Source: an optimization exercise on an open RTL-to-GDS flow (aim: small area and a short achievable clock period). Production flows keep margins and buffers that such runs may drop. Where RTL was checked, it was by simulation tests only, not by an equivalence proof against the original. No functional check of the RTL was part of runs 5 and 6. Power and IR drop assume default switching activity.

==> flow/design.v <==
`timescale 1ns / 1ps
module conv (
input [4:0] stride,
input  conv_enable,
output reg [18:0] address1,
output [18:0] address2,
output reg [18:0] write_address,
output end_reach,
output reg full_conv_end, dot_sum_end,
input clk,
input reset,
input [9:0] w1 ,h1,w2,h2,
output reg [9:0] width, height
  );
wire [9:0] w2s = {4'b0, w2[5:0]};
wire [9:0] h2s = {4'b0, h2[5:0]};
reg [4:0]  sR;
reg [9:0]  Km;        
reg        K1;        
reg        w2is1;     
reg        h2is1;     
reg        sis1;      
reg [6:0]  CS1;       
function [9:0] sub10;
  input [9:0] a, b;
  reg [10:0] g, p, q;
  integer i, d;
  begin
    g[0] = 1'b1; p[0] = 1'b0;             
    for (i = 0; i < 10; i = i + 1) begin
      g[i+1] = a[i] & ~b[i];
      p[i+1] = a[i] ^ ~b[i];
    end
    q = p;
    for (d = 1; d < 11; d = d * 2)
      for (i = 10; i >= 1; i = i - 1)
        if (i >= d) begin
          g[i] = g[i] | (p[i] & g[i-d]);
          p[i] = p[i] & p[i-d];
        end
    for (i = 0; i < 10; i = i + 1)
      sub10[i] = q[i+1] ^ g[i];
  end
endfunction
always @(posedge clk) begin
  sR     <= stride;
  Km     <= sub10(w1, w2s);
  K1     <= (w1 == w2s);
  w2is1  <= (w2s == 10'd1);
  h2is1  <= (h2s == 10'd1);
  sis1   <= (stride == 5'd1);
  CS1    <= {1'b0, h2[5:0]} + 7'd2 - {2'b0, stride};
end
reg [5:0]  hc;              
reg        wrapF;           
reg [5:0]  vc;              
reg        vclF;            
reg        capF;            
reg [9:0]  P;               
reg        LC;              
reg        Hz;              
reg        HL;              
reg [9:0]  RL;              
reg [9:0]  VL;              
reg [9:0]  Vp1;             
reg [18:0] win_base;        
reg [18:0] nrb;             
reg [11:0] a2;              
assign end_reach = 1'b0;
assign address2 = {7'b0, a2};
wire        go      = conv_enable && !full_conv_end;
wire        wrap    = wrapF;
wire        win_end = wrapF && vclF;
wire        row_end = win_end && LC;
wire        cap     = wrapF && Hz && capF;
wire [9:0]  a1_off  = wrap ? Km : 10'd0;
wire [19:0] a1_sum  = {address1, 1'b1} + {9'b0, a1_off, 1'b1};
wire [18:0] a1_adv  = a1_sum[19:1];
wire [18:0] a1_bs   = win_base + {14'b0, sR};
wire [18:0] nrb_cur = cap ? a1_adv : nrb;
wire [18:0] a1_n    = row_end ? nrb_cur :
                      win_end ? a1_bs : a1_adv;
wire [9:0]  P_s     = P + {5'b0, sR};
wire [9:0]  P_n     = row_end ? {5'b0, sR} : P_s;
wire [9:0]  VLs     = VL - {5'b0, sR};
wire [9:0]  RL_n    = row_end ? VLs :
                      win_end ? VL :
                      wrap    ? RL - 10'd1 : RL;
wire        RL1     = (RL == 10'd1);
wire        Hz_n    = row_end || (Hz && !win_end);
wire        HL_n    = row_end ? K1 : win_end ? (P == Km) : HL;
wire        fce_n   = (wrap && !win_end && Hz && RL1) ||
                      (row_end && VL == {5'b0, sR});
wire        hgt_n   = (!wrap && hc == 6'd2 && HL && RL1) ||
                      (wrap && !win_end && w2is1 && HL && RL == 10'd2) ||
                      (win_end && !LC && w2is1 && P == Km && VL == 10'd1) ||
                      (row_end && w2is1 && K1 && VL == 10'd2);    
wire [9:0]  Vp1_n   = row_end ? Vp1 + {5'b0, sR} : Vp1;
always @(posedge clk) begin
  if (reset) begin
    hc <= w2[5:0]; wrapF <= (w2s == 10'd1);
    vc <= h2[5:0]; vclF <= (h2s == 10'd1);
    capF <= (stride == 5'd1);
    P <= {5'b0, stride};
    Hz <= 1'b1; HL <= (w1 == w2s);
    RL <= h1; VL <= h1; Vp1 <= 10'd1;
    win_base <= 0;
    address1 <= 0; a2 <= 0; write_address <= 0;
    dot_sum_end <= 0; full_conv_end <= 0;
    width <= 0; height <= 0;
  end else if (conv_enable) begin
    dot_sum_end <= go && win_end;
    if (go) begin
      hc <= wrap ? w2[5:0] : hc - 6'd1;
      wrapF <= wrap ? w2is1 : (hc == 6'd2);
      if (win_end) begin
        vc <= h2[5:0]; vclF <= h2is1; capF <= sis1;
      end else if (wrap) begin
        vc <= vc - 6'd1; vclF <= (vc == 6'd2); capF <= ({1'b0, vc} == CS1);
      end
      if (win_end) P <= P_n;
      Hz <= Hz_n; HL <= HL_n;
      RL <= RL_n; Vp1 <= Vp1_n;
      if (row_end) VL <= VLs;
      address1 <= a1_n;
      if (win_end) win_base <= a1_n;
      a2 <= win_end ? 12'd0 : a2 + 12'd1;
      if (win_end) write_address <= write_address + 19'd1;
      if (row_end) width <= P;
      if (fce_n) full_conv_end <= 1'b1;
      if (hgt_n) height <= Vp1_n;
    end
  end
end
always @(posedge clk) begin
  if (cap) nrb <= a1_adv;
end
wire LC_n = P_n > Km;
wire LC_h = P > Km;
always @(posedge clk) begin
  if (reset) LC <= (w1 == 10'd1);
  else LC <= (go && win_end) ? LC_n : LC_h;
end
endmodule
==> flow/flow/run.sh <==
#!/bin/bash
set -euo pipefail
cd "$(dirname "$0")/.."
bash standard.sh SETUP_SLACK_MARGIN=7.6 "BUFFER_PORTS_ARGS=-buffer_cell sky130_fd_sc_hd__buf_2" finish > flow_make.log 2>&1
==> flow/standard.sh <==
#!/bin/bash
# synth_recipe.tcl (not shown) runs the flow's synth.tcl, then flattens the netlist and writes it again
# the make line also repeats each setting of config.mk as NAME=value (left out here)
make -C /OpenROAD-flow-scripts/flow DESIGN_CONFIG=/design/flow/config.mk WORK_HOME=/design/flow/orfs CLKGATE_MAP_FILE= SYNTH_SCRIPT=/design/flow/synth_recipe.tcl "${@:-finish}"
==> flow/config.mk <==
export PLATFORM = sky130hd
export DESIGN_NAME = conv
export DESIGN_NICKNAME = conv
export VERILOG_FILES = /design/flow/design.v
export SDC_FILE = /design/flow/constraint.sdc
export NUM_CORES = 4
export LEC_CHECK = 0
export CAP_MARGIN = 20
export CORE_MARGIN = 2
export CORE_UTILIZATION = 40
export SLEW_MARGIN = 20
==> flow/constraint.sdc <==
create_clock -name core_clock -period 11.0 [get_ports {clk}]
set_input_delay 2.2000 -clock core_clock [delete_from_list [all_inputs] [get_ports {clk}]]
set_output_delay 2.2000 -clock core_clock [all_outputs]
set_load 0.01 [all_outputs]
==> results.txt, run 1 <==
----------------------------------------------------
[Logic synthesis]
  Fraction of synthesis flops using an asynchronous set or reset pin ... 0%
  Sequential-to-total area share from yosys stat ... 38.0%
  Primary flip-flop cell chosen by synthesis mapping ... sky130_fd_sc_hd__dfxtp_1
  Post-synthesis sequential element count ... 194
  Count of yosys warnings during synthesis ... 1
  Post-Syn Area ... 0.0113 sq mm
  EDFF count, synth ... 41
  Per-instance average area after synthesis ... 8.63 sq um
  Number of different library cells in the post-synthesis netlist ... 77
  Number of instances in the synthesized netlist ... 1309

[Timing]
  Slew of the pin with the lowest slew margin ... 926 ps
  Max-slew violations ... 0
  Final hold violation count ... 0
  Worst clock skew on the final layout ... 13.5 ps
  Relative slew slack ... 38.3%
  Final critical-path setup slack ... 7650 ps
  Maximum clock frequency ... 0.298 GHz
  Crit path time final ... 3350 ps
  Total negative setup slack ... 0 ps
  Period Utilization, post-route ... 30.5%
  # setup viols final ... 0
  Setup repair after global routing missed its margin ... no

[Routing]
  Number of design-rule violations left by the first detailed-router iteration ... 674
  Routed via count ... 9846
  Via density per instance ... 5.45
  Drt first pass iters ... 5
  Post-route ant nets ... 0
  Sum of routed wire length over all layers ... 31800 um
  Wirelength per Cell ... 17.6 um
  DRC violation count after routing ... 0

[Setup path]
  Signal arrival time at the worst endpoint ... 3680 ps
  R2r startpoint ... sR[1]
  Worst EP required ... 11330 ps
  Worst R2R Setup Slack ... 7790 ps
  Crit Path Max Fanout ... 4
  Startpoint Class ... input pin
  Reg2Reg Depth ... 15
  Reg-to-reg endpoint ... LC
  Path type of the worst setup path ... in2reg
  Critical path capture point ... Km[7]
  Start point of the critical path ... w2[1]
  Type of element capturing the critical path ... flop

[Floorplanning]
  Area inside the core boundary ... 0.0278 sq mm
  Initial Utilization ... 40.7%
  FP Rows ... 61
  Area of the die ... 0.0296 sq mm
  Horizontal die dimension ... 172 um
  Vertical extent of the die ... 172 um
  I/O pin count ... 128

[CTS]
  Clock Tree Buf Depth ... 2
  Register clock-pin slew on the reported worst setup and hold paths ... 70 ps
  Hold bufs inserted after CTS ... 0
  Root Buffer ... sky130_fd_sc_hd__clkbuf_16
  Cts bufs inserted ... 17
  TritonCTS Sinks ... 194
  Clock tree from TritonCTS ... yes
  CTS H-tree depth ... 4
  Clock latency reported for the late side of the worst-skew pair ... 440 ps

[GRT]
  Total global routing track utilization ... 21.8%
  Wire length of the first global-routing pass ... 50000 um
  Vias in the first global route ... 9409
  Largest net degree at the start of global routing ... 57
  Initial antenna violation count ... 0
  Global route total overflow ... 0

[Pwr]
  Power, Total ... 1.77 mW
  Power density normalized to cell area ... 134 mW/mm^2
  Worst vdd rail ir drop ... 0.0952 mV
  Leakage power figure ... 5.54 nW

[Final layout]
  Antenna Cells ... 0
  Share of post-route cells with drive strength above 1 ... 16.5%
  Area taken by multi-input logic gates ... 0.00669 sq mm
  Nets ... 1544
  Layout overhead on the synthesized area ... 16.8%
  Commonest cells after routing, fill and taps aside ... sky130_fd_sc_hd__dfxtp_1, sky130_fd_sc_hd__nand2_1, sky130_fd_sc_hd__nor2_1, sky130_fd_sc_hd__buf_2, sky130_fd_sc_hd__o21ai_0
  Final-layout fill cell count ... 2797
  Total area of sequential cells ... 0.00430 sq mm
  Commonest non-fill, non-tap cell in the layout ... sky130_fd_sc_hd__dfxtp_1

[Placed design]
  Half-perimeter wire length after detailed placement ... 22700 um
  Count of buffers from port buffering ... 111
  Minimum setup slack after placement ... 6180 ps
  Placer Congestion ... 0.845

[Flow run]
  Count of maximum capacitance violations ... 0

[Worst hold path]
  Worst min path class ... reg2reg

[Status]
  Run status ... no timing/DRC/antenna violations

----------------------------------------------------
## power breakdown
group / leakage, nW / switching, mW / total (mW) / internal, mW
sequential: 1.65 / 0.0411 / 0.820 / 0.779
clock: 0.290 / 0.308 / 0.652 / 0.344
combinational: 3.59 / 0.173 / 0.302 / 0.129
## synth_stat cells (4+ instances only)
master	n	area [sq um]
sky130_fd_sc_hd__o211ai_1	12	90.1
sky130_fd_sc_hd__o21ai_0	88	440
sky130_fd_sc_hd__inv_1	78	293
sky130_fd_sc_hd__clkbuf_1	37	139
sky130_fd_sc_hd__a31oi_1	5	31.3
sky130_fd_sc_hd__a21oi_1	76	380
sky130_fd_sc_hd__nand3_1	36	180
sky130_fd_sc_hd__a22o_1	18	158
sky130_fd_sc_hd__xnor2_1	61	534
sky130_fd_sc_hd__mux2_2	4	45.0
sky130_fd_sc_hd__edfxtp_1	41	1230
sky130_fd_sc_hd__nand2_1	138	518
sky130_fd_sc_hd__ha_1	76	951
sky130_fd_sc_hd__dfxtp_1	153	3060
sky130_fd_sc_hd__a211o_1	5	43.8
sky130_fd_sc_hd__or3_1	11	68.8
sky130_fd_sc_hd__nand4_1	23	144
sky130_fd_sc_hd__nor4_1	9	56.3
sky130_fd_sc_hd__mux2i_1	15	150
sky130_fd_sc_hd__and3_1	8	50.1
sky130_fd_sc_hd__o31ai_1	5	37.5
sky130_fd_sc_hd__a22oi_1	4	30.0
sky130_fd_sc_hd__xor2_1	49	429
sky130_fd_sc_hd__a211oi_1	13	97.6
sky130_fd_sc_hd__a21o_1	19	143
sky130_fd_sc_hd__or4_1	7	52.6
sky130_fd_sc_hd__fa_1	6	120
sky130_fd_sc_hd__and4_1	4	35.0
sky130_fd_sc_hd__buf_4	8	60.1
sky130_fd_sc_hd__nor3_1	28	140
sky130_fd_sc_hd__nand2b_1	12	75.1
sky130_fd_sc_hd__nor2b_1	18	113
sky130_fd_sc_hd__o21a_1	15	113
sky130_fd_sc_hd__buf_2	5	25.0
sky130_fd_sc_hd__buf_1	9	33.8
sky130_fd_sc_hd__nor2_1	125	469
sky130_fd_sc_hd__and2_1	18	113
## worst min path at each step
stage | start | endpoint | slack, ps | cells past startpoint
after floorplan | nrb[8] | nrb[8] | 420 | 2
after global placement | nrb[8] | nrb[8] | 430 | 2
after detailed placement | nrb[10] | nrb[10] | 440 | 2
after CTS | nrb[10] | nrb[10] | 450 | 2
after global routing | nrb[8] | nrb[8] | 460 | 2
final | nrb[10] | nrb[10] | 450 | 2
## routing by layer
| layer | vias up | GRT usage (%) | part of all wire (%) |
|---|---|---|---|
| met1 | 4689 | 29.3 | 46 |
| met3 | 45 | 4.05 | 5.8 |
| met5 | - | 0 | 0 |
| met2 | 291 | 35.9 | 46 |
| met4 | 0 | 6.03 | 1.8 |
| li1 | 4821 | - | - |
## critical path: stages
cell                       delay, ps
sky130_fd_sc_hd__buf_4           130
sky130_fd_sc_hd__inv_6            50
sky130_fd_sc_hd__ha_4            200
sky130_fd_sc_hd__nor2b_4         120
sky130_fd_sc_hd__o21ai_1         160
sky130_fd_sc_hd__nand2b_1        110
sky130_fd_sc_hd__a21o_1          220
sky130_fd_sc_hd__a31o_4          260
sky130_fd_sc_hd__buf_4           130
sky130_fd_sc_hd__xnor2_1         110
## area by class of cell
type                    instances  share of cell area [%]
multi-input cells             984                    50.7
flip-flops and latches        194                    32.6
repair buffers                139                    6.12
well taps                     378                    3.59
clock buffers                  18                    3.25
inverters                      78                    2.49
clock inverters                14                    1.24
## kinds of logic (layout without fill, tap and decap cells)
family / Yosys count / count (layout) / share of synthesized area [%]
muxes: 19 / 19 / 1.73
buffers and inverters: 139 / 249 / 5.07
other: 1 / 8 / 0.0332
adders and majority gates: 82 / 82 / 9.48
and+or+nand+nor: 452 / 453 / 19.0
AOI/OAI and AO/OA: 312 / 312 / 18.1
DFF: 194 / 194 / 38.0
xor gates and xnor gates: 110 / 110 / 8.53
## per-stage QoR
stage | utilization [%] | hold WS (ps) | cells | cell area (sq um)
2_1_floorplan | - | 416 | 1316 | 11500
3_3_place_gp | 44.3 | 427 | 1755 | 12300
3_5_place_dp | 44.3 | 436 | 1755 | 12300
4_1_cts | 47.1 | 448 | 1799 | 13100
5_1_grt | 47.5 | 456 | 1805 | 13200
6_report | 47.5 | 450 | 1805 | 13200
## registers in the layout, indices dropped and copies added, names as in the netlist, 12 cells and up, named ones only
signal / cells
a2: 12
nrb: 19
write_address: 19
address1: 19
win_base: 19
## what timing repair did
item | 4_1_cts | 5_1_grt
pin swaps | 0 | 8
setup endpoints to repair | 137 | 42
gates resized for setup | 20 | 16
cloned | 1 | 0
buffers inserted | 11 | 6
==> run 2, diff against run 1 <==
--- a/flow/design.v
+++ b/flow/design.v
@@ -20,7 +20,7 @@
 reg        w2is1;     
 reg        h2is1;     
 reg        sis1;      
-reg [6:0]  CS1;       
+reg [5:0]  h2R;       
 function [9:0] sub10;
   input [9:0] a, b;
   reg [10:0] g, p, q;
@@ -49,7 +49,7 @@
   w2is1  <= (w2s == 10'd1);
   h2is1  <= (h2s == 10'd1);
   sis1   <= (stride == 5'd1);
-  CS1    <= {1'b0, h2[5:0]} + 7'd2 - {2'b0, stride};
+  h2R    <= h2[5:0];
 end
 reg [5:0]  hc;              
 reg        wrapF;           
@@ -60,7 +60,6 @@
 reg        LC;              
 reg        Hz;              
 reg        HL;              
-reg [9:0]  RL;              
 reg [9:0]  VL;              
 reg [9:0]  Vp1;             
 reg [18:0] win_base;        
@@ -83,16 +82,16 @@
 wire [9:0]  P_s     = P + {5'b0, sR};
 wire [9:0]  P_n     = row_end ? {5'b0, sR} : P_s;
 wire [9:0]  VLs     = VL - {5'b0, sR};
-wire [9:0]  RL_n    = row_end ? VLs :
-                      win_end ? VL :
-                      wrap    ? RL - 10'd1 : RL;
-wire        RL1     = (RL == 10'd1);
+wire [9:0]  VLvc    = VL + {4'b0, vc};
+wire [6:0]  h2p1    = {1'b0, h2R} + 7'd1;
+wire        RL1     = (VLvc == {3'b0, h2p1});
+wire        RL2     = (VLvc == {3'b0, h2p1} + 10'd1);
 wire        Hz_n    = row_end || (Hz && !win_end);
 wire        HL_n    = row_end ? K1 : win_end ? (P == Km) : HL;
 wire        fce_n   = (wrap && !win_end && Hz && RL1) ||
                       (row_end && VL == {5'b0, sR});
 wire        hgt_n   = (!wrap && hc == 6'd2 && HL && RL1) ||
-                      (wrap && !win_end && w2is1 && HL && RL == 10'd2) ||
+                      (wrap && !win_end && w2is1 && HL && RL2) ||
                       (win_end && !LC && w2is1 && P == Km && VL == 10'd1) ||
                       (row_end && w2is1 && K1 && VL == 10'd2);    
 wire [9:0]  Vp1_n   = row_end ? Vp1 + {5'b0, sR} : Vp1;
@@ -103,7 +102,7 @@
     capF <= (stride == 5'd1);
     P <= {5'b0, stride};
     Hz <= 1'b1; HL <= (w1 == w2s);
-    RL <= h1; VL <= h1; Vp1 <= 10'd1;
+    VL <= h1; Vp1 <= 10'd1;
     win_base <= 0;
     address1 <= 0; a2 <= 0; write_address <= 0;
     dot_sum_end <= 0; full_conv_end <= 0;
@@ -116,11 +115,11 @@
       if (win_end) begin
         vc <= h2[5:0]; vclF <= h2is1; capF <= sis1;
       end else if (wrap) begin
-        vc <= vc - 6'd1; vclF <= (vc == 6'd2); capF <= ({1'b0, vc} == CS1);
+        vc <= vc - 6'd1; vclF <= (vc == 6'd2); capF <= ({1'b0, vc} + {2'b0, sR} == h2p1 + 7'd1);
       end
       if (win_end) P <= P_n;
       Hz <= Hz_n; HL <= HL_n;
-      RL <= RL_n; Vp1 <= Vp1_n;
+      Vp1 <= Vp1_n;
       if (row_end) VL <= VLs;
       address1 <= a1_n;
       if (win_end) win_base <= a1_n;
==> run 2 against run 1 <==
  * Clock power shrank 2%
  * Utilization increased by 0.92 points
  * Largest cell class unchanged
  * Critical path depth decreased by 9
  * Largest power group unchanged
  * Global-route usage shrank 0.39 points
==> results.txt, run 2 <==
----------------------------------------------------
[Setup path]
  Crit Path Max Fanout ... 6 (+2)
  Ordered list of cells on the worst path ... buf_2
  R2r startpoint ... sR[2]
  Reg2Reg Depth ... 16 (+1)
  Family with the most delay on the worst path ... flip-flops
  Peak per-stage delay on the critical path ... 530 ps (+270 ps)
  Type of element capturing the critical path ... output port
  Worst EP required ... 8800 ps (-2530 ps)
  Total stage count of the critical path ... 1 (-9)
  Start point of the critical path ... full_conv_end
  Worst R2R Setup Slack ... 7740 ps (-50 ps)
  Reg-to-reg endpoint ... LC
  Critical path capture point ... full_conv_end
  Critical path buffer and inverter count ... 1 (-2)
  Path type of the worst setup path ... reg2out
  Signal arrival time at the worst endpoint ... 1170 ps (-2510 ps)
  Standard cell with the maximum stage delay on the critical path ... sky130_fd_sc_hd__dfxtp_1
  Startpoint Class ... flop

[Routing]
  Via density per instance ... 5.43 (-0.41%)
  Number of design-rule violations left by the first detailed-router iteration ... 732 (+8.6%)
  Sum of routed wire length over all layers ... 30900 um (-2.5%)
  Routed via count ... 9702 (-1.5%)
  Drt first pass iters ... 5 (unchanged)
  Post-route ant nets ... 0 (unchanged)
  Wirelength per Cell ... 17.3 um (-1.5%)
  DRC violation count after routing ... 0 (unchanged)

[CTS]
  CTS H-tree depth ... 4 (unchanged)
  Clock tree from TritonCTS ... yes
  Root Buffer ... sky130_fd_sc_hd__clkbuf_16
  Register clock-pin slew on the reported worst setup and hold paths ... 80 ps (about the same)
  TritonCTS Sinks ... 183 (-5.7%)
  Clock latency reported for the late side of the worst-skew pair ... 440 ps (about the same)
  Cts bufs inserted ... 17 (unchanged)
  Hold bufs inserted after CTS ... 0 (unchanged)
  Clock Tree Buf Depth ... 2 (unchanged)

[Final layout]
  Final core area utilization ... 48.4% (+0.92 points)
  Non-Filler Cell Area, Final ... 0.0131 sq mm (-0.84%)
  Share of post-route cells with drive strength above 1 ... 17.9% (+1.4 points)
  Final-layout fill cell count ... 2619 (-6.4%)
  Nets ... 1564 (+1.3%)
  Commonest cells after routing, fill and taps aside ... sky130_fd_sc_hd__nand2_1, sky130_fd_sc_hd__dfxtp_1, sky130_fd_sc_hd__buf_2, sky130_fd_sc_hd__nor2_1, sky130_fd_sc_hd__o21ai_0
  Final cell count without fillers ... 1786 (-1.1%)
  Area taken by multi-input logic gates ... 0.00678 sq mm (+1.3%)
  Layout overhead on the synthesized area ... 18.5%
  Antenna Cells ... 0 (unchanged)
  Commonest non-fill, non-tap cell in the layout ... sky130_fd_sc_hd__nand2_1
  Total area of sequential cells ... 0.00398 sq mm (-7.4%)

[GRT]
  Wire length of the first global-routing pass ... 48700 um (-2.7%)
  Total global routing track utilization ... 21.4% (-0.39 points)
  Largest net degree at the start of global routing ... 53 (-7.0%)
  Global route total overflow ... 0 (unchanged)
  Initial antenna violation count ... 0 (unchanged)
  Vias in the first global route ... 9091 (-3.4%)

[Placed design]
  Half-perimeter wire length after detailed placement ... 22200 um (-2.1%)
  Number of placed cells counting well taps ... 1720 (-2.0%)
  Placed Area ... 0.0119 sq mm (-3.3%)
  Count of buffers from port buffering ... 111 (unchanged)
  Placer Congestion ... 0.904 (+7.1%)

[Pwr]
  Switching power ... 0.575 mW (+10%)
  Cell Int Power ... 1.24 mW (-1.2%)
  Worst vdd rail ir drop ... 0.0788 mV (-17%)
  Leakage power figure ... 5.44 nW (-1.8%)
  Power, Total ... 1.81 mW (+2.2%)
  Clock share of power ... 35.2% (-1.6 points)
  Sw frac ... 31.7% (+2.3 points)
  Power density normalized to cell area ... 139 mW/mm^2 (+3.0%)
  Combinational power share ... 21.9% (+4.9 points)
  Proportion of power drawn by flip-flops and latches ... 42.9% (-3.3 points)

[Logic synthesis]
  Fraction of synthesis flops using an asynchronous set or reset pin ... 0% (unchanged)
  Synth area leader ... sky130_fd_sc_hd__dfxtp_1
  Primary flip-flop cell chosen by synthesis mapping ... sky130_fd_sc_hd__dfxtp_1
  Leading cell types by total area after synthesis ... sky130_fd_sc_hd__dfxtp_1, sky130_fd_sc_hd__ha_1, sky130_fd_sc_hd__edfxtp_1
  Library cell with the highest instance count after synthesis ... sky130_fd_sc_hd__nand2_1
  Number of instances in the synthesized netlist ... 1310 (+0.076%)
  Post-synthesis sequential element count ... 183 (-5.7%)
  Commonest cells in the synthesized netlist ... sky130_fd_sc_hd__nand2_1, sky130_fd_sc_hd__dfxtp_1, sky130_fd_sc_hd__nor2_1, sky130_fd_sc_hd__o21ai_0, sky130_fd_sc_hd__a21oi_1
  Count of yosys warnings during synthesis ... 1 (unchanged)
  Per-instance average area after synthesis ... 8.43 sq um (-2.3%)
  EDFF count, synth ... 31 (-24%)
  Number of different library cells in the post-synthesis netlist ... 80 (+3.9%)
  Area share of the largest cell type after synthesis ... 27.6% (+0.45 points)
  Post-Syn Area ... 0.0110 sq mm (-2.3%)
  Sequential-to-total area share from yosys stat ... 36.0% (-2.0 points)

[Status]
  Run status ... no timing/DRC/antenna violations

[Floorplanning]
  Area inside the core boundary ... 0.0270 sq mm (-2.7%)
  Initial Utilization ... 40.9% (+0.19 points)
  Horizontal die dimension ... 170 um (-1.1%)
  Vertical extent of the die ... 170 um (-1.1%)
  I/O pin count ... 128 (unchanged)
  Area of the die ... 0.0289 sq mm (-2.2%)
  FP Rows ... 60 (-1.6%)

[Timing]
  Crit path time final ... 3370 ps (+16.6 ps)
  Worst clock skew on the final layout ... 10.9 ps (-2.62 ps)
  Total negative setup slack ... 0 ps (unchanged)
  # setup viols final ... 0 (unchanged)
  Relative slew slack ... 50.6% (+12 points)
  Final hold violation count ... 0 (unchanged)
  Max-slew violations ... 0 (unchanged)
  Period Utilization, post-route ... 30.6% (+0.15 points)
  Slew of the pin with the lowest slew margin ... 735 ps (-191 ps)
  Maximum clock frequency ... 0.297 GHz (-0.49%)
  Setup repair after global routing missed its margin ... yes

[Worst hold path]
  Worst min path class ... reg2reg

[Flow run]
  Count of maximum capacitance violations ... 0 (unchanged)

----------------------------------------------------
==> run 2: changes by cell type after synthesis, moves of 5 or more <==
cell / before / now
sky130_fd_sc_hd__nand2_1: 138 / 179
sky130_fd_sc_hd__nor2_1: 125 / 106
sky130_fd_sc_hd__a22o_1: 18 / 3
sky130_fd_sc_hd__mux2i_1: 15 / 3
sky130_fd_sc_hd__inv_1: 78 / 67
sky130_fd_sc_hd__edfxtp_1: 41 / 31
sky130_fd_sc_hd__a21oi_1: 76 / 84
sky130_fd_sc_hd__o21a_1: 15 / 7
sky130_fd_sc_hd__and3_1: 8 / 15
sky130_fd_sc_hd__a21boi_0: 1 / 7
sky130_fd_sc_hd__clkbuf_1: 37 / 43
sky130_fd_sc_hd__a21o_1: 19 / 24
sky130_fd_sc_hd__and2_1: 18 / 13
==> run 2: cell families after synthesis <==
| logic type | Yosys count | synth area share [%] |
|---|---|---|
| buffers and inverters | 129 | 4.91 |
| other | 1 | 0.0340 |
| AO/OA/AOI/OAI | 315 | 18.4 |
| multiplexers | 9 | 0.884 |
| flip-flops | 183 | 36.0 |
| XOR/XNOR | 116 | 9.46 |
| AND/OR/NAND/NOR | 473 | 20.3 |
| adder cells (fa/ha/maj) | 84 | 10.0 |
==> run 2: cell type report <==
cell class / count / share of cell area, %
Multi-Input combinational cell: 1005 / 51.8
Timing Repair Buffer: 158 / 7.82
Inverter: 67 / 1.97
Tap cell: 341 / 3.26
Clock inverter: 15 / 1.43
Sequential cell: 183 / 30.5
Clock buffer: 17 / 3.25
==> run 2: routing by layer <==
layer	track usage (%)	share of wire, %	wire (um)	up-vias
li1	-	-	-	4856
met1	29.5	47	14600	4566
met2	34.7	46	14300	242
met3	3.09	5.1	1570	38
met4	6.32	1.8	550	0
met5	0	0	0	-
==> run 2: how the worst min path moves through the flow <==
stage	from	endpoint	slack, ps	depth (start not counted)
floorplan	nrb[12]	nrb[12]	420	2
global placement	nrb[6]	nrb[6]	430	2
detailed placement	nrb[12]	nrb[12]	430	2
CTS	nrb[12]	nrb[12]	450	2
global route	width[0]	width[0]	480	2
finish	nrb[12]	nrb[12]	450	2
==> run 2: power by group through the flow <==
| stage | sequential, mW | clock (mW) | combinational, mW |
|---|---|---|---|
| global route | 0.783 | 0.672 | 0.447 |
| finish | 0.777 | 0.638 | 0.397 |
| global placement | 0.795 | 0 | 0.361 |
| detailed placement | 0.795 | 0 | 0.367 |
| CTS | 0.777 | 0.647 | 0.383 |
| floorplan | 0.778 | 0 | 0.287 |
==> run 2: metrics by stage <==
step | setup slack, ps | hold WS (ps)
6_report | 7630 | 447
5_1_grt | 7500 | 480
4_1_cts | 7610 | 447
3_5_place_dp | 6250 | 434
3_3_place_gp | 6270 | 432
2_1_floorplan | 7350 | 415
==> run 2: what timing repair did <==
item	4_1_cts	5_1_grt
resized for setup	34	23
pin swaps	6	19
buffers inserted	15	17
cloned	1	1
endpoints found under the setup margin	123	39
==> run 3, diff against run 2 <==
==> flow/flow/run.sh (replaced) <==
#!/bin/bash
set -euo pipefail
cd "$(dirname "$0")/.."
bash standard.sh SETUP_SLACK_MARGIN=7.7 "BUFFER_PORTS_ARGS=-buffer_cell sky130_fd_sc_hd__buf_2" finish > flow_make.log 2>&1
==> run 3 against run 2 <==
  * Flip-flop and latch count did not move
  * Setup slack improved by 29 ps
  * Count of clock-buffer cells in the layout rose by 3
  * Combinational power rose by 4%
  * Wire length rose by 3.2%
  * Final cell count rose by 1.3%
  * Sequential share of layout area fell by 0.59 points
  * Synthesized cell count did not move
  * Fmax rose by 0.87%
  * Utilization rose by 1.0 points
==> results.txt, run 3 <==
----------------------------------------------------
[Status]
  Run status ... no timing/DRC/antenna violations

[Final layout]
  Layout overhead on the synthesized area ... 21.0%
  Non-Filler Cell Area, Final ... 0.0134 sq mm (+2.2%)
  Commonest cells after routing, fill and taps aside ... sky130_fd_sc_hd__nand2_1, sky130_fd_sc_hd__dfxtp_1, sky130_fd_sc_hd__buf_2, sky130_fd_sc_hd__nor2_1, sky130_fd_sc_hd__o21ai_0
  Antenna Cells ... 0 (unchanged)
  Commonest non-fill, non-tap cell in the layout ... sky130_fd_sc_hd__nand2_1
  Share of post-route cells with drive strength above 1 ... 20.8% (+2.9 points)
  Final cell count without fillers ... 1809 (+1.3%)
  Nets ... 1587 (+1.5%)

[Floorplanning]
  Initial Utilization ... 40.9% (unchanged)
  Area of the die ... 0.0289 sq mm (unchanged)
  Vertical extent of the die ... 170 um (unchanged)
  I/O pin count ... 128 (unchanged)
  FP Rows ... 60 (unchanged)
  Horizontal die dimension ... 170 um (unchanged)
  Area inside the core boundary ... 0.0270 sq mm (unchanged)

[Routing]
  Post-route ant nets ... 0 (unchanged)
  Routed via count ... 9873 (+1.8%)
  Via density per instance ... 5.46 (+0.47%)
  DRC violation count after routing ... 0 (unchanged)
  Drt first pass iters ... 5 (unchanged)
  Number of design-rule violations left by the first detailed-router iteration ... 629 (-14%)
  Sum of routed wire length over all layers ... 31900 um (+3.2%)
  Wirelength per Cell ... 17.7 um (+1.9%)

[Pwr]
  Clock share of power ... 34.9% (-0.3 points)
  Cell Int Power ... 1.27 mW (+2.3%)
  Leakage power figure ... 5.60 nW (+3.0%)
  Power density normalized to cell area ... 137 mW/mm^2 (-1.0%)
  Proportion of power drawn by flip-flops and latches ... 42.5% (-0.4 points)
  Worst vdd rail ir drop ... 0.113 mV (+44%)
  Switching power ... 0.566 mW (-1.6%)
  Combinational power share ... 22.6% (+0.7 points)
  Sw frac ... 30.9% (-0.83 points)

[Logic synthesis]
  Per-instance average area after synthesis ... 8.43 sq um (unchanged)
  Primary flip-flop cell chosen by synthesis mapping ... sky130_fd_sc_hd__dfxtp_1
  EDFF count, synth ... 31 (unchanged)
  Number of different library cells in the post-synthesis netlist ... 80 (unchanged)
  Post-Syn Area ... 0.0110 sq mm (unchanged)
  Post-synthesis sequential element count ... 183 (unchanged)
  Fraction of synthesis flops using an asynchronous set or reset pin ... 0% (unchanged)
  Count of yosys warnings during synthesis ... 1 (unchanged)
  Synth area leader ... sky130_fd_sc_hd__dfxtp_1
  Library cell with the highest instance count after synthesis ... sky130_fd_sc_hd__nand2_1
  Leading cell types by total area after synthesis ... sky130_fd_sc_hd__dfxtp_1, sky130_fd_sc_hd__ha_1, sky130_fd_sc_hd__edfxtp_1
  Number of instances in the synthesized netlist ... 1310 (unchanged)
  Commonest cells in the synthesized netlist ... sky130_fd_sc_hd__nand2_1, sky130_fd_sc_hd__dfxtp_1, sky130_fd_sc_hd__nor2_1, sky130_fd_sc_hd__o21ai_0, sky130_fd_sc_hd__a21oi_1
  Sequential-to-total area share from yosys stat ... 36.0% (unchanged)
  Area share of the largest cell type after synthesis ... 27.6% (unchanged)

[Timing]
  Crit path time final ... 3340 ps (-28.9 ps)
  Final hold violation count ... 0 (unchanged)
  Total negative setup slack ... 0 ps (unchanged)
  Slew of the pin with the lowest slew margin ... 767 ps (+32.0 ps)
  Maximum clock frequency ... 0.300 GHz (+0.87%)
  Setup repair after global routing missed its margin ... yes
  # setup viols final ... 0 (unchanged)
  Period Utilization, post-route ... 30.4% (-0.26 points)
  Max-slew violations ... 0 (unchanged)
  Relative slew slack ... 48.8% (-1.9 points)
  Worst clock skew on the final layout ... 14.3 ps (+3.34 ps)

[Worst hold path]
  Hold Path Cell Cnt ... 2 (unchanged)
  Startpoint of the tightest hold check path ... nrb[13]
  Hold EP ... nrb[13]
  Worst min path class ... reg2reg

[Setup path]
  Reg2Reg Depth ... 13 (-3)
  Startpoint Class ... flop
  Reg-to-reg endpoint ... height[3]
  Type of element capturing the critical path ... flop
  Worst R2R Setup Slack ... 7660 ps (-80 ps)
  Worst EP required ... 11320 ps (+2520 ps)
  R2r startpoint ... vc[0]
  Path type of the worst setup path ... reg2reg
  Signal arrival time at the worst endpoint ... 3660 ps (+2490 ps)
  Crit Path Max Fanout ... 6 (unchanged)

[GRT]
  Initial antenna violation count ... 0 (unchanged)
  Vias in the first global route ... 9271 (+2.0%)
  Wire length of the first global-routing pass ... 49900 um (+2.5%)
  Largest net degree at the start of global routing ... 40 (-25%)
  Total global routing track utilization ... 22.0% (+0.61 points)
  Global route total overflow ... 0 (unchanged)

[Placed design]
  Count of buffers from port buffering ... 111 (unchanged)
  Placer Congestion ... 0.865 (-4.3%)
  Placed Area ... 0.0119 sq mm (about the same)
  Number of placed cells counting well taps ... 1720 (unchanged)
  Half-perimeter wire length after detailed placement ... 22300 um (+0.50%)

[CTS]
  Cts bufs inserted ... 17 (unchanged)
  CTS H-tree depth ... 4 (unchanged)
  Root Buffer ... sky130_fd_sc_hd__clkbuf_16
  Register clock-pin slew on the reported worst setup and hold paths ... 80 ps (about the same)
  Clock tree from TritonCTS ... yes
  Hold bufs inserted after CTS ... 0 (unchanged)
  Clock Tree Buf Depth ... 2 (unchanged)
  TritonCTS Sinks ... 183 (unchanged)
  Clock latency reported for the late side of the worst-skew pair ... 440 ps (about the same)

[Flow run]
  Count of maximum capacitance violations ... 0 (unchanged)

----------------------------------------------------
==> run 3: per-layer routing <==
| metal | up-vias | share of wire [%] | global-route usage (%) |
|---|---|---|---|
| li1 | 4903 | - | - |
| met1 | 4682 | 46 | 29.5 |
| met2 | 242 | 47 | 36.4 |
| met3 | 46 | 4.3 | 3.23 |
| met4 | 0 | 2.2 | 7.10 |
| met5 | - | 0 | 0 |
==> run 3: worst max-delay path: stages (launching register included) <==
cell,delay [ps]
sky130_fd_sc_hd__edfxtp_1,410
sky130_fd_sc_hd__ha_2,210
sky130_fd_sc_hd__inv_2,50
sky130_fd_sc_hd__fa_2,390
sky130_fd_sc_hd__nand2b_4,160
sky130_fd_sc_hd__o2bb2ai_4,150
sky130_fd_sc_hd__a211o_1,300
sky130_fd_sc_hd__or3b_4,430
sky130_fd_sc_hd__a2111oi_4,450
sky130_fd_sc_hd__o311a_4,290
sky130_fd_sc_hd__buf_12,120
sky130_fd_sc_hd__buf_8,110
sky130_fd_sc_hd__buf_6,80
sky130_fd_sc_hd__a311oi_1,60
==> run 3: logic make-up (layout without fill, tap and decap cells) <==
group           count (synthesis)  after routing  share of synthesized area (%)
buf+inv                       129            280                           4.91
compound gates                315            315                           18.4
other cells                     1              8                         0.0340
xor+xnor                      116            116                           9.46
mux                             9              9                          0.884
flops                         183            183                           36.0
simple gates                  473            473                           20.3
fa+ha+maj                      84             84                           10.0
==> run 3: metrics by stage <==
step                      power [mW]  util, %  setup WS [ps]  hold WS [ps]
after floorplan                 1.06        -           7350           415
after global placement          1.15     44.1           6320           432
after detailed placement        1.16     44.1           6320           436
after CTS                       1.83     48.2           7630           450
after global routing            1.92     49.4           7560           458
final                           1.83     49.4           7660           448
==> run 3: timing repair <==
action                     CTS  global route
cloned                       2             1
setup endpoints to repair  139            30
buffers inserted            29            25
resized for setup           53            46
pin swaps                   22            29
==> run 3: power by group through the flow <==
| stage | registers, mW | logic [mW] | clock network [mW] |
|---|---|---|---|
| finish | 0.778 | 0.414 | 0.640 |
| floorplan | 0.778 | 0.287 | 0 |
| detailed placement | 0.795 | 0.368 | 0 |
| CTS | 0.777 | 0.398 | 0.652 |
| global placement | 0.794 | 0.360 | 0 |
| global route | 0.784 | 0.461 | 0.679 |
==> run 3: final cells by class <==
cell class	instances	area, sq um
Clock inverter	12	129
Inverter	67	264
Multi-Input combinational cell	1005	6840
Timing Repair Buffer	181	1230
Tap cell	341	427
Clock buffer	20	478
Sequential cell	183	3990
Fill cell	2616	13700
==> run 3: worst max-delay path by stage <==
stage / startpoint / to
3_3_place_gp: conv_enable / VL[9]
6_report: vc[0] / height[3]
3_5_place_dp: conv_enable / VL[9]
5_1_grt: sR[0] / LC
2_1_floorplan: conv_enable / write_address[17]
4_1_cts: conv_enable / write_address[18]
==> run 4, diff against run 3 <==
==> flow/flow/run.sh (replaced) <==
#!/bin/bash
set -euo pipefail
cd "$(dirname "$0")/.."
bash standard.sh SETUP_SLACK_MARGIN=7.45 "BUFFER_PORTS_ARGS=-buffer_cell sky130_fd_sc_hd__buf_2" finish > flow_make.log 2>&1
==> run 4 against run 3 <==
  * Count of clock-buffer cells in the layout stayed put
  * Area after synthesis did not move
  * Clock skew hardly changed
  * Flip-flop and latch count is the same
  * Wire length fell by 2.5%
  * Worst hold slack better by 3.7 ps
  * Synthesized cell count unchanged
  * Final cell count is 1.9% lower
  * Final area down 3.7%
  * Clock power fell by 5.0%
  * Largest power group unchanged
==> results.txt, run 4 <==
----------------------------------------------------
[CTS]
  Register clock-pin slew on the reported worst setup and hold paths ... 80 ps (about the same)
  CTS H-tree depth ... 4 (unchanged)
  Clock Tree Buf Depth ... 2 (unchanged)
  Hold bufs inserted after CTS ... 0 (unchanged)
  Clock tree from TritonCTS ... yes
  Cts bufs inserted ... 17 (unchanged)
  TritonCTS Sinks ... 183 (unchanged)
  Root Buffer ... sky130_fd_sc_hd__clkbuf_16
  Clock latency reported for the late side of the worst-skew pair ... 440 ps (about the same)

[GRT]
  Met1 capacity usage during global routing ... 29.5% (about the same)
  Largest net degree at the start of global routing ... 52 (+30%)
  Global-route track usage on met2 ... 35.3% (-1.1 points)
  Initial antenna violation count ... 0 (unchanged)
  Met3 routing resource usage after global routing ... 3.37% (+0.14 points)
  Wire length of the first global-routing pass ... 49400 um (-1.1%)
  Vias in the first global route ... 9242 (-0.31%)
  Global route total overflow ... 0 (unchanged)
  Total global routing track utilization ... 21.6% (-0.39 points)
  GR peak layer ... met2

[Pwr]
  Switching power ... 0.558 mW (-1.4%)
  Worst vdd rail ir drop ... 0.107 mV (-5.1%)
  Power, Total ... 1.78 mW (-2.9%)
  Combinational power share ... 22.1% (-0.5 points)
  Clock share of power ... 34.2% (-0.7 points)
  Leakage power figure ... 5.34 nW (-4.7%)
  Sw frac ... 31.4% (+0.49 points)
  Power density normalized to cell area ... 138 mW/mm^2 (+0.82%)
  Cell Int Power ... 1.22 mW (-3.6%)
  Proportion of power drawn by flip-flops and latches ... 43.7% (+1.2 points)

[Logic synthesis]
  Primary flip-flop cell chosen by synthesis mapping ... sky130_fd_sc_hd__dfxtp_1
  Leading cell types by total area after synthesis ... sky130_fd_sc_hd__dfxtp_1, sky130_fd_sc_hd__ha_1, sky130_fd_sc_hd__edfxtp_1
  Count of yosys warnings during synthesis ... 1 (unchanged)
  Synthesized-area fraction occupied by adder cells ... 10.0% (unchanged)
  Post-Syn Area ... 0.0110 sq mm (unchanged)
  EDFF count, synth ... 31 (unchanged)
  Area share of the largest cell type after synthesis ... 27.6% (unchanged)
  Commonest cells in the synthesized netlist ... sky130_fd_sc_hd__nand2_1, sky130_fd_sc_hd__dfxtp_1, sky130_fd_sc_hd__nor2_1, sky130_fd_sc_hd__o21ai_0, sky130_fd_sc_hd__a21oi_1
  Post-synthesis sequential element count ... 183 (unchanged)
  Sequential-to-total area share from yosys stat ... 36.0% (unchanged)
  Post-synthesis simple-gate area fraction ... 20.3% (unchanged)
  Largest family of logic cells by synthesized area ... simple AND/OR/NAND/NOR gates
  Number of different library cells in the post-synthesis netlist ... 80 (unchanged)
  Number of instances in the synthesized netlist ... 1310 (unchanged)
  Fraction of synthesis flops using an asynchronous set or reset pin ... 0% (unchanged)
  Per-instance average area after synthesis ... 8.43 sq um (unchanged)
  Compound-Gate Fraction of Synth Area ... 18.4% (unchanged)
  Library cell with the highest instance count after synthesis ... sky130_fd_sc_hd__nand2_1
  Proportion of synthesized area in mux cells ... 0.884% (unchanged)
  Synth area leader ... sky130_fd_sc_hd__dfxtp_1
  Xor/xnor cell area share of the yosys netlist ... 9.46% (unchanged)

[Setup path]
  Reg2Reg Depth ... 12 (-1)
  Path type of the worst setup path ... in2reg
  Standard cell with the maximum stage delay on the critical path ... sky130_fd_sc_hd__nor4_1
  Type of element capturing the critical path ... flop
  Family with the most delay on the worst path ... simple AND/OR/NAND/NOR gates
  Worst EP required ... 11280 ps (-40 ps)
  Crit Path Max Fanout ... 4 (-2)
  Critical path buffer and inverter count ... 1 (-3)
  Signal arrival time at the worst endpoint ... 3770 ps (+110 ps)
  Startpoint Class ... input pin
  Ordered list of cells on the worst path ... buf_2 > or4_1 > nor4_1 > nand2_1 > o21ai_0
  Peak per-stage delay on the critical path ... 690 ps (+240 ps)
  Total stage count of the critical path ... 5 (-8)

[Timing]
  Final hold violation count ... 0 (unchanged)
  Worst clock skew on the final layout ... 14.7 ps (+0.394 ps)
  Relative slew slack ... 44.0% (-4.8 points)
  Maximum clock frequency ... 0.286 GHz (-4.6%)
  # setup viols final ... 0 (unchanged)
  Setup repair after global routing missed its margin ... no
  Period Utilization, post-route ... 31.8% (+1.5 points)
  Crit path time final ... 3500 ps (+160 ps)
  Max-slew violations ... 0 (unchanged)
  Slew of the pin with the lowest slew margin ... 839 ps (+71.7 ps)
  Total negative setup slack ... 0 ps (unchanged)

[Floorplanning]
  Initial Utilization ... 40.9% (unchanged)
  Area of the die ... 0.0289 sq mm (unchanged)
  FP Rows ... 60 (unchanged)
  I/O pin count ... 128 (unchanged)
  Vertical extent of the die ... 170 um (unchanged)
  Area inside the core boundary ... 0.0270 sq mm (unchanged)
  Horizontal die dimension ... 170 um (unchanged)

[Final layout]
  Commonest cells after routing, fill and taps aside ... sky130_fd_sc_hd__nand2_1, sky130_fd_sc_hd__dfxtp_1, sky130_fd_sc_hd__buf_2, sky130_fd_sc_hd__nor2_1, sky130_fd_sc_hd__o21ai_0
  Area taken by multi-input logic gates ... 0.00672 sq mm (-1.8%)
  Final-layout fill cell count ... 2598 (-0.69%)
  Total area of sequential cells ... 0.00398 sq mm (-0.16%)
  Antenna Cells ... 0 (unchanged)
  Commonest non-fill, non-tap cell in the layout ... sky130_fd_sc_hd__nand2_1
  Nets ... 1552 (-2.2%)
  Share of post-route cells with drive strength above 1 ... 16.7% (-4.1 points)
  Layout overhead on the synthesized area ... 16.5%

[Placed design]
  Half-perimeter wire length after detailed placement ... 22300 um (about the same)
  Count of buffers from port buffering ... 111 (unchanged)
  Placer Congestion ... 0.880 (+1.7%)

[Routing]
  Drt first pass iters ... 5 (unchanged)
  Post-route ant nets ... 0 (unchanged)
  Number of design-rule violations left by the first detailed-router iteration ... 615 (-2.2%)
  Wirelength per Cell ... 17.6 um (-0.60%)
  DRC violation count after routing ... 0 (unchanged)
  Routed via count ... 9685 (-1.9%)
  Via density per instance ... 5.46 (about the same)
  Sum of routed wire length over all layers ... 31100 um (-2.5%)

[Worst hold path]
  Hold Path Cell Cnt ... 2 (unchanged)
  Worst min path class ... reg2reg

[Flow run]
  Count of maximum capacitance violations ... 0 (unchanged)

[Status]
  Run status ... no timing/DRC/antenna violations

----------------------------------------------------
## run 4: cell counts after synthesis
No cell type changed its count.
## run 4: stage by stage
| stage | setup WS [ps] | cell area, sq um | hold WS [ps] | utilization (%) | cells |
|---|---|---|---|---|---|
| floorplan | 7350 | 11100 | 415 | - | 1317 |
| global placement | 6230 | 11900 | 430 | 44.1 | 1720 |
| detailed placement | 6240 | 11900 | 437 | 44.1 | 1720 |
| CTS | 7450 | 12600 | 451 | 46.8 | 1760 |
| global route | 7450 | 12900 | 466 | 47.6 | 1774 |
| finish | 7500 | 12900 | 452 | 47.6 | 1774 |
## run 4: final timing paths
check          start         to  slack, ps
max            w1[7]         HL       7500
min reg2reg  nrb[12]    nrb[12]        450
max reg2reg    vc[0]  height[5]       7670
min          nrb[12]    nrb[12]        450
## run 4: logic make-up after synthesis
family	after synthesis
multiplexers	9
AND/OR/NAND/NOR	473
other	1
AO/OA/AOI/OAI	315
flip-flops	183
adder cells (fa/ha/maj)	84
XOR/XNOR	116
buffers and inverters	129
## run 4: metal layers
metal	vias up	share of wire [%]
met3	39	4.6
met2	234	45
met5	-	0
met4	0	1.9
li1	4830	-
met1	4582	48
## run 4: power by group through the flow
stage | registers, mW | logic [mW] | clock network, mW
floorplan | 0.778 | 0.286 | 0
global placement | 0.794 | 0.361 | 0
global route | 0.784 | 0.440 | 0.644
detailed placement | 0.794 | 0.368 | 0
finish | 0.778 | 0.393 | 0.608
CTS | 0.778 | 0.381 | 0.619
## run 4: worst register-to-register path, stage by stage, from the launching register on
cell and delay [ps]:
sky130_fd_sc_hd__edfxtp_1 400, sky130_fd_sc_hd__ha_1 220, sky130_fd_sc_hd__inv_1 70, sky130_fd_sc_hd__fa_1 400, sky130_fd_sc_hd__nand2b_1 180, sky130_fd_sc_hd__o2bb2ai_2 170, sky130_fd_sc_hd__a211o_1 310, sky130_fd_sc_hd__or3b_1 420
sky130_fd_sc_hd__a2111oi_4 390, sky130_fd_sc_hd__o311a_4 290, sky130_fd_sc_hd__buf_4 160, sky130_fd_sc_hd__nor2_1 50, sky130_fd_sc_hd__a211oi_1 190
## run 4: what timing repair did
action,in CTS,in global routing
endpoints found under the setup margin,122,23
resized for setup,27,21
buffers inserted,8,12
gates cloned,0,2
pin swaps,4,14
## run 4: area by class of cell
| type | instances | area share (%) |
|---|---|---|
| Sequential cell | 183 | 31.0 |
| Tap cell | 341 | 3.32 |
| Multi-Input combinational cell | 1005 | 52.2 |
| Inverter | 67 | 2.01 |
| Clock inverter | 12 | 0.817 |
| Timing Repair Buffer | 146 | 7.02 |
| Clock buffer | 20 | 3.63 |
==> run 5, diff against run 4 <==
--- a/flow/design.v
+++ b/flow/design.v
@@ -72,13 +72,13 @@
 wire        win_end = wrapF && vclF;
 wire        row_end = win_end && LC;
 wire        cap     = wrapF && Hz && capF;
-wire [9:0]  a1_off  = wrap ? Km : 10'd0;
-wire [19:0] a1_sum  = {address1, 1'b1} + {9'b0, a1_off, 1'b1};
-wire [18:0] a1_adv  = a1_sum[19:1];
+wire [18:0] a1_inc  = address1 + 19'd1;
+wire [18:0] a1_wv   = address1 + {9'b0, Km} + 19'd1;
 wire [18:0] a1_bs   = win_base + {14'b0, sR};
-wire [18:0] nrb_cur = cap ? a1_adv : nrb;
+wire [18:0] nrb_cur = cap ? a1_wv : nrb;
 wire [18:0] a1_n    = row_end ? nrb_cur :
-                      win_end ? a1_bs : a1_adv;
+                      win_end ? a1_bs :
+                      wrap    ? a1_wv : a1_inc;
 wire [9:0]  P_s     = P + {5'b0, sR};
 wire [9:0]  P_n     = row_end ? {5'b0, sR} : P_s;
 wire [9:0]  VLs     = VL - {5'b0, sR};
@@ -132,7 +132,7 @@
   end
 end
 always @(posedge clk) begin
-  if (cap) nrb <= a1_adv;
+  if (cap) nrb <= a1_wv;
 end
 wire LC_n = P_n > Km;
 wire LC_h = P > Km;
==> flow/flow/run.sh (replaced) <==
#!/bin/bash
set -euo pipefail
cd "$(dirname "$0")/.."
bash standard.sh SETUP_SLACK_MARGIN=7.6 "BUFFER_PORTS_ARGS=-buffer_cell sky130_fd_sc_hd__buf_2" finish > flow_make.log 2>&1
==> run 5 against run 4 <==
  * Still clean on timing, DRC and antenna
  * First-iteration DRC count is 9.6% higher
  * Synthesized cell count is 3.0% higher
  * Count of clock-buffer cells in the layout is 3 lower
  * Die area is 3.3% higher
  * Critical path depth is 5 higher
  * Combinational power is 8.4% higher
  * Setup slack better by 57 ps
  * Clock skew is 0.84 ps higher
  * Via count is 4.2% higher
  * Area after synthesis is 3.3% higher
  * Final cell count is 3.9% higher
  * Non-clock buffer count is 1 lower
  * Highest routed layer unchanged
==> results.txt, run 5 <==
----------------------------------------------------
[Pwr]
  Power density normalized to cell area ... 137 mW/mm^2 (-0.98%)
  Leakage power figure ... 5.64 nW (+5.6%)
  Worst vdd rail ir drop ... 0.0926 mV (-14%)

[Timing]
  Relative slew slack ... 44.1% (+0.16 points)
  Total negative setup slack ... 0 ps (unchanged)
  Max-slew violations ... 0 (unchanged)
  Slew of the pin with the lowest slew margin ... 838 ps (-0.363 ps)
  Maximum clock frequency ... 0.291 GHz (+1.6%)
  Crit path time final ... 3440 ps (-56.7 ps)
  Worst clock skew on the final layout ... 15.5 ps (+0.836 ps)
  Setup repair after global routing missed its margin ... yes
  Period Utilization, post-route ... 31.3% (-0.52 points)
  # setup viols final ... 0 (unchanged)
  Final hold violation count ... 0 (unchanged)

[Floorplanning]
  Vertical extent of the die ... 173 um (+1.6%)
  FP Rows ... 61 (+1.7%)
  Area inside the core boundary ... 0.0279 sq mm (+3.4%)
  I/O pin count ... 128 (unchanged)
  Area of the die ... 0.0299 sq mm (+3.3%)
  Initial Utilization ... 40.8% (about the same)
  Horizontal die dimension ... 173 um (+1.6%)

[Logic synthesis]
  Fraction of synthesis flops using an asynchronous set or reset pin ... 0% (unchanged)
  Number of different library cells in the post-synthesis netlist ... 83 (+3.8%)
  Number of instances in the synthesized netlist ... 1349 (+3.0%)
  Area share of the largest cell type after synthesis ... 26.7% (-0.89 points)
  Library cell with the highest instance count after synthesis ... sky130_fd_sc_hd__nand2_1
  Synthesized-area fraction occupied by adder cells ... 9.78% (-0.21 points)
  Post-Syn Area ... 0.0114 sq mm (+3.3%)
  Commonest cells in the synthesized netlist ... sky130_fd_sc_hd__nand2_1, sky130_fd_sc_hd__dfxtp_1, sky130_fd_sc_hd__nor2_1, sky130_fd_sc_hd__o21ai_0, sky130_fd_sc_hd__a21oi_1
  EDFF count, synth ... 31 (unchanged)
  Primary flip-flop cell chosen by synthesis mapping ... sky130_fd_sc_hd__dfxtp_1
  Per-instance average area after synthesis ... 8.46 sq um (+0.36%)
  Sequential-to-total area share from yosys stat ... 34.8% (-1.2 points)
  Synth area leader ... sky130_fd_sc_hd__dfxtp_1
  Compound-Gate Fraction of Synth Area ... 18.8% (+0.42 points)
  Proportion of synthesized area in mux cells ... 2.15% (+1.3 points)
  Post-synthesis simple-gate area fraction ... 19.1% (-1.2 points)
  Xor/xnor cell area share of the yosys netlist ... 10.6% (+1.2 points)
  Post-synthesis sequential element count ... 183 (unchanged)
  Count of yosys warnings during synthesis ... 1 (unchanged)
  Leading cell types by total area after synthesis ... sky130_fd_sc_hd__dfxtp_1, sky130_fd_sc_hd__ha_1, sky130_fd_sc_hd__edfxtp_1
  Largest family of logic cells by synthesized area ... simple AND/OR/NAND/NOR gates

[Setup path]
  Startpoint Class ... input pin
  Ordered list of cells on the worst path ... buf_6 > ha_4 > o21a_1 > o21ai_1 > nand2_1 > a21oi_2 > o21bai_1 > a21o_1 > or3_1 > xnor2_1
  Standard cell with the maximum stage delay on the critical path ... sky130_fd_sc_hd__or3_1
  Worst EP required ... 11340 ps (+60 ps)
  Reg-to-reg endpoint ... LC
  Worst R2R Setup Slack ... 7580 ps (-90 ps)
  Signal arrival time at the worst endpoint ... 3780 ps (about the same)
  Reg2Reg Depth ... 15 (+3)
  Peak per-stage delay on the critical path ... 320 ps (-370 ps)
  R2r startpoint ... P[1]
  Path type of the worst setup path ... in2reg
  Type of element capturing the critical path ... flop
  Crit Path Max Fanout ... 3 (-1)

[Routing]
  Wirelength per Cell ... 17.8 um (+1.5%)
  Sum of routed wire length over all layers ... 32800 um (+5.5%)
  Number of design-rule violations left by the first detailed-router iteration ... 674 (+9.6%)
  Via density per instance ... 5.47 (+0.26%)
  Post-route ant nets ... 0 (unchanged)
  DRC violation count after routing ... 0 (unchanged)
  Drt first pass iters ... 5 (unchanged)
  Routed via count ... 10100 (+4.2%)

[CTS]
  Clock tree from TritonCTS ... yes
  Cts bufs inserted ... 17 (unchanged)
  TritonCTS Sinks ... 183 (unchanged)
  CTS H-tree depth ... 4 (unchanged)
  Hold bufs inserted after CTS ... 0 (unchanged)
  Clock latency reported for the late side of the worst-skew pair ... 450 ps (about the same)
  Register clock-pin slew on the reported worst setup and hold paths ... 80 ps (about the same)
  Root Buffer ... sky130_fd_sc_hd__clkbuf_16
  Clock Tree Buf Depth ... 2 (unchanged)

[Status]
  Run status ... no timing/DRC/antenna violations

[Final layout]
  Layout overhead on the synthesized area ... 17.1%
  Nets ... 1585 (+2.1%)
  Commonest cells after routing, fill and taps aside ... sky130_fd_sc_hd__nand2_1, sky130_fd_sc_hd__dfxtp_1, sky130_fd_sc_hd__nor2_1, sky130_fd_sc_hd__buf_2, sky130_fd_sc_hd__o21ai_0
  Non-Filler Cell Area, Final ... 0.0134 sq mm (+3.8%)
  Share of post-route cells with drive strength above 1 ... 17.6% (+0.93 points)
  Commonest non-fill, non-tap cell in the layout ... sky130_fd_sc_hd__nand2_1
  Antenna Cells ... 0 (unchanged)

[Worst hold path]
  Startpoint of the tightest hold check path ... width[0]
  Worst min path class ... reg2reg
  Hold Path Cell Cnt ... 2 (unchanged)
  Hold EP ... width[0]

[Placed design]
  Half-perimeter wire length after detailed placement ... 23000 um (+3.0%)
  Placer Congestion ... 0.926 (+5.2%)
  Count of buffers from port buffering ... 111 (unchanged)
  Placed Area ... 0.0123 sq mm (+3.4%)

[Flow run]
  Count of maximum capacitance violations ... 0 (unchanged)

[GRT]
  Initial antenna violation count ... 0 (unchanged)
  Global route total overflow ... 0 (unchanged)
  Total global routing track utilization ... 21.8% (+0.16 points)
  Wire length of the first global-routing pass ... 52500 um (+6.4%)
  Largest net degree at the start of global routing ... 88 (+69%)
  Vias in the first global route ... 9734 (+5.3%)

----------------------------------------------------
run 5: changes by cell type after synthesis, moves of 6 or more:
cell                       change
sky130_fd_sc_hd__mux2_4        +8
sky130_fd_sc_hd__a21boi_0      -6
sky130_fd_sc_hd__xor2_1       +12
sky130_fd_sc_hd__nand2_1      -13
sky130_fd_sc_hd__nor2_1        +7
sky130_fd_sc_hd__o211a_1       +7
sky130_fd_sc_hd__and2_1        -7
sky130_fd_sc_hd__xnor2_1       +7
sky130_fd_sc_hd__o21ai_0       -6
sky130_fd_sc_hd__a22o_1        +6
run 5: repair_timing:
action | 4_1_cts | 5_1_grt
setup buffers | 19 | 4
cloned | 1 | 1
pin swaps | 10 | 5
endpoints found under the setup margin | 110 | 32
resized for setup | 49 | 23
run 5: critical path, delay by kind of cell:
family	cells	cell delay (ps)
compound gates	5	710
xor+xnor	1	140
fa+ha+maj	1	240
buf+inv	1	100
simple gates	2	400
run 5: worst max-delay path by stage:
| stage | start | end | slack, ps | depth (start not counted) |
|---|---|---|---|---|
| 6_report | w2[0] | Km[8] | 7560 | 10 |
| 5_1_grt | P[1] | LC | 7420 | 14 |
| 3_3_place_gp | conv_enable | VL[9] | 6120 | 5 |
| 2_1_floorplan | w2[0] | Km[8] | 7270 | 9 |
| 3_5_place_dp | conv_enable | VL[9] | 6090 | 5 |
| 4_1_cts | w2[0] | Km[8] | 7530 | 10 |
run 5: cells by family after synthesis:
logic type,count (synthesis)
multiplexers,20
XOR/XNOR,135
adder cells (fa/ha/maj),85
other,1
buffers and inverters,132
AND/OR/NAND/NOR,465
AO/OA/AOI/OAI,328
flip-flops,183
run 5: layout make-up:
| cell class | count | area, sq um |
|---|---|---|
| Fill cell | 2764 | 14600 |
| Multi-Input combinational cell | 1041 | 7130 |
| Clock inverter | 15 | 158 |
| Inverter | 64 | 259 |
| Clock buffer | 17 | 425 |
| Sequential cell | 183 | 3990 |
| Timing Repair Buffer | 145 | 922 |
| Tap cell | 378 | 473 |
run 5: through the flow:
step                worst slack [ps]  hold slack (ps)  utilization [%]  power (mW)  std cells
floorplan                       7270              416                -        1.09       1356
global placement                6120              431             44.1        1.19       1786
detailed placement              6090              441             44.1        1.20       1786
CTS                             7530              455             47.4        1.83       1838
global route                    7420              478             47.8        1.92       1843
finish                          7560              452             47.8        1.83       1843
run 5: layer usage:
metal	up-vias	global-route usage, %	part of all wire, %
met4	0	6.67	2.2
met3	54	3.78	5.5
met2	296	34.6	45
met1	4759	30.2	48
li1	4979	-	-
met5	-	0	0
run 5: power by group:
part	internal [mW]	switching, mW
Sequential	0.735	0.0490
Combinational	0.183	0.243
Clock	0.304	0.314
==> run 6, diff against run 5 <==
==> flow/flow/run.sh (replaced) <==
#!/bin/bash
set -euo pipefail
cd "$(dirname "$0")/.."
bash standard.sh SETUP_SLACK_MARGIN=7.7 "BUFFER_PORTS_ARGS=-buffer_cell sky130_fd_sc_hd__buf_2" finish > flow_make.log 2>&1
==> run 6 against run 5 <==
  * Sequential power hardly changed
  * Via count is 1.0% higher
  * Worst hold slack worse by 9.8 ps
==> results.txt, run 6 <==
----------------------------------------------------
[Status]
  Run status ... no timing/DRC/antenna violations

[Final layout]
  Share of post-route cells with drive strength above 1 ... 19.7% (+2.1 points)
  Commonest non-fill, non-tap cell in the layout ... sky130_fd_sc_hd__nand2_1
  Layout overhead on the synthesized area ... 20.0%
  Commonest cells after routing, fill and taps aside ... sky130_fd_sc_hd__nand2_1, sky130_fd_sc_hd__dfxtp_1, sky130_fd_sc_hd__nor2_1, sky130_fd_sc_hd__buf_2, sky130_fd_sc_hd__o21ai_0
  Nets ... 1597 (+0.76%)
  Antenna Cells ... 0 (unchanged)

[Pwr]
  Power density normalized to cell area ... 136 mW/mm^2 (-0.36%)
  Leakage power figure ... 5.79 nW (+2.8%)
  Worst vdd rail ir drop ... 0.100 mV (+8.2%)

[Floorplanning]
  Area inside the core boundary ... 0.0279 sq mm (unchanged)
  Initial Utilization ... 40.8% (unchanged)
  FP Rows ... 61 (unchanged)
  Horizontal die dimension ... 173 um (unchanged)
  I/O pin count ... 128 (unchanged)
  Vertical extent of the die ... 173 um (unchanged)
  Area of the die ... 0.0299 sq mm (unchanged)

[CTS]
  CTS H-tree depth ... 4 (unchanged)
  Cts bufs inserted ... 17 (unchanged)
  Register clock-pin slew on the reported worst setup and hold paths ... 70 ps (about the same)
  Clock latency reported for the late side of the worst-skew pair ... 440 ps (about the same)
  Clock tree from TritonCTS ... yes
  Root Buffer ... sky130_fd_sc_hd__clkbuf_16
  Clock Tree Buf Depth ... 2 (unchanged)
  TritonCTS Sinks ... 183 (unchanged)

[Logic synthesis]
  Library cell with the highest instance count after synthesis ... sky130_fd_sc_hd__nand2_1
  Primary flip-flop cell chosen by synthesis mapping ... sky130_fd_sc_hd__dfxtp_1
  Count of yosys warnings during synthesis ... 1 (unchanged)
  Area share of the largest cell type after synthesis ... 26.7% (unchanged)
  Sequential-to-total area share from yosys stat ... 34.8% (unchanged)
  Post-synthesis sequential element count ... 183 (unchanged)
  Number of instances in the synthesized netlist ... 1349 (unchanged)
  Post-Syn Area ... 0.0114 sq mm (unchanged)
  Commonest cells in the synthesized netlist ... sky130_fd_sc_hd__nand2_1, sky130_fd_sc_hd__dfxtp_1, sky130_fd_sc_hd__nor2_1, sky130_fd_sc_hd__o21ai_0, sky130_fd_sc_hd__a21oi_1
  Number of different library cells in the post-synthesis netlist ... 83 (unchanged)
  EDFF count, synth ... 31 (unchanged)
  Per-instance average area after synthesis ... 8.46 sq um (unchanged)
  Leading cell types by total area after synthesis ... sky130_fd_sc_hd__dfxtp_1, sky130_fd_sc_hd__ha_1, sky130_fd_sc_hd__edfxtp_1
  Synth area leader ... sky130_fd_sc_hd__dfxtp_1
  Fraction of synthesis flops using an asynchronous set or reset pin ... 0% (unchanged)

[Timing]
  Slew of the pin with the lowest slew margin ... 799 ps (-39.2 ps)
  Setup repair after global routing missed its margin ... yes
  Maximum clock frequency ... 0.290 GHz (-0.30%)
  Relative slew slack ... 45.4% (+1.2 points)
  Period Utilization, post-route ... 31.4% (+0.094 points)
  # setup viols final ... 0 (unchanged)
  Final critical-path setup slack ... 7550 ps (-10.3 ps)
  Total negative setup slack ... 0 ps (unchanged)
  Worst clock skew on the final layout ... 11.3 ps (-4.24 ps)
  Max-slew violations ... 0 (unchanged)
  Final hold violation count ... 0 (unchanged)
  Crit path time final ... 3450 ps (+10.3 ps)

[Setup path]
  R2r startpoint ... P[0]
  Signal arrival time at the worst endpoint ... 3790 ps (about the same)
  Reg2Reg Depth ... 15 (unchanged)
  Worst R2R Setup Slack ... 7620 ps (+40 ps)
  Reg-to-reg endpoint ... LC
  Path type of the worst setup path ... in2reg
  Startpoint Class ... input pin
  Worst EP required ... 11340 ps (about the same)
  Crit Path Max Fanout ... 2 (-1)
  Type of element capturing the critical path ... flop

[Worst hold path]
  Hold EP ... nrb[11]
  Worst min path class ... reg2reg
  Startpoint of the tightest hold check path ... nrb[11]
  Hold Path Cell Cnt ... 2 (unchanged)

[Routing]
  Sum of routed wire length over all layers ... 34100 um (+3.7%)
  DRC violation count after routing ... 0 (unchanged)
  Number of design-rule violations left by the first detailed-router iteration ... 912 (+35%)
  Routed via count ... 10200 (+1.0%)
  Post-route ant nets ... 0 (unchanged)
  Via density per instance ... 5.49 (+0.36%)
  Drt first pass iters ... 5 (unchanged)
  Wirelength per Cell ... 18.4 um (+3.0%)

[GRT]
  Wire length of the first global-routing pass ... 53400 um (+1.7%)
  Global route total overflow ... 0 (unchanged)
  Total global routing track utilization ... 22.3% (+0.54 points)
  Vias in the first global route ... 9724 (-0.10%)
  Initial antenna violation count ... 0 (unchanged)
  Largest net degree at the start of global routing ... 46 (-48%)

[Placed design]
  Minimum setup slack after placement ... 5980 ps (-110 ps)
  Placer Congestion ... 0.889 (-4.0%)
  Half-perimeter wire length after detailed placement ... 23200 um (+1.2%)
  Count of buffers from port buffering ... 111 (unchanged)

[Flow run]
  Count of maximum capacitance violations ... 0 (unchanged)

----------------------------------------------------
-- run 6: cell families after synthesis --
group / Yosys count / synth area share, %
AO/OA/AOI/OAI: 328 / 18.8
buffers and inverters: 132 / 4.67
flip-flops: 183 / 34.8
other: 1 / 0.0329
XOR/XNOR: 135 / 10.6
multiplexers: 20 / 2.15
AND/OR/NAND/NOR: 465 / 19.1
adder cells (fa/ha/maj): 85 / 9.78
-- run 6: final cells by class --
cell class / count / area [sq um]
multi-input combinational: 1042 / 7250
clock inverter: 15 / 180
tap: 378 / 473
fill: 2708 / 14200
clock buffer: 17 / 425
inverter: 64 / 265
timing repair buffer: 156 / 1090
sequential: 183 / 4010
-- run 6: worst max-delay path by stage --
stage	start	endpoint	slack, ps	depth (start not counted)
after floorplan	w2[0]	Km[8]	7270	9
after global placement	reset	LC	5990	9
after detailed placement	reset	LC	5980	9
after CTS	w1[0]	Km[8]	7510	11
after global routing	w1[0]	Km[8]	7460	11
final	w1[0]	Km[8]	7550	11
-- run 6: critical path, stage by stage --
cell and delay (ps):
sky130_fd_sc_hd__buf_8 100, sky130_fd_sc_hd__inv_6 50, sky130_fd_sc_hd__ha_4 190, sky130_fd_sc_hd__o21a_1 170, sky130_fd_sc_hd__o21ai_1 120, sky130_fd_sc_hd__nand2_1 70, sky130_fd_sc_hd__a21oi_2 130, sky130_fd_sc_hd__o21bai_1 70
sky130_fd_sc_hd__a21o_1 190, sky130_fd_sc_hd__or3_4 340, sky130_fd_sc_hd__xnor2_2 140
-- run 6: layer usage --
| metal | global-route usage, % | vias up | routed length [um] |
|---|---|---|---|
| met2 | 35.2 | 286 | 15200 |
| met1 | 31.5 | 4866 | 16400 |
| li1 | - | 5004 | - |
| met4 | 5.47 | 0 | 529 |
| met5 | 0 | - | 0 |
| met3 | 4.13 | 34 | 1960 |
-- run 6: what timing repair did --
item,in CTS,in global routing
cloned,3,1
hold buffers,0,0
buffers inserted,23,9
resized for setup,66,35
endpoints found under the setup margin,145,65
hold endpoints to repair,0,0
pin swaps,18,15
-- run 6: stage by stage --
stage / utilization (%) / hold slack [ps] / power [mW] / cell area (sq um) / cells
4_1_cts: 48.2 / 444 / 1.86 / 13500 / 1845
3_5_place_dp: 44.2 / 433 / 1.20 / 12300 / 1787
3_3_place_gp: 44.2 / 432 / 1.19 / 12300 / 1787
2_1_floorplan: - / 416 / 1.09 / 11600 / 1356
5_1_grt: 49.0 / 460 / 1.96 / 13700 / 1855
6_report: 49.0 / 442 / 1.87 / 13700 / 1855
-- run 6: power by group --
part | internal [mW] | switching (mW)
clock | 0.328 | 0.312
combinational | 0.191 | 0.252
sequential | 0.736 | 0.0484
total | 1.25 | 0.613
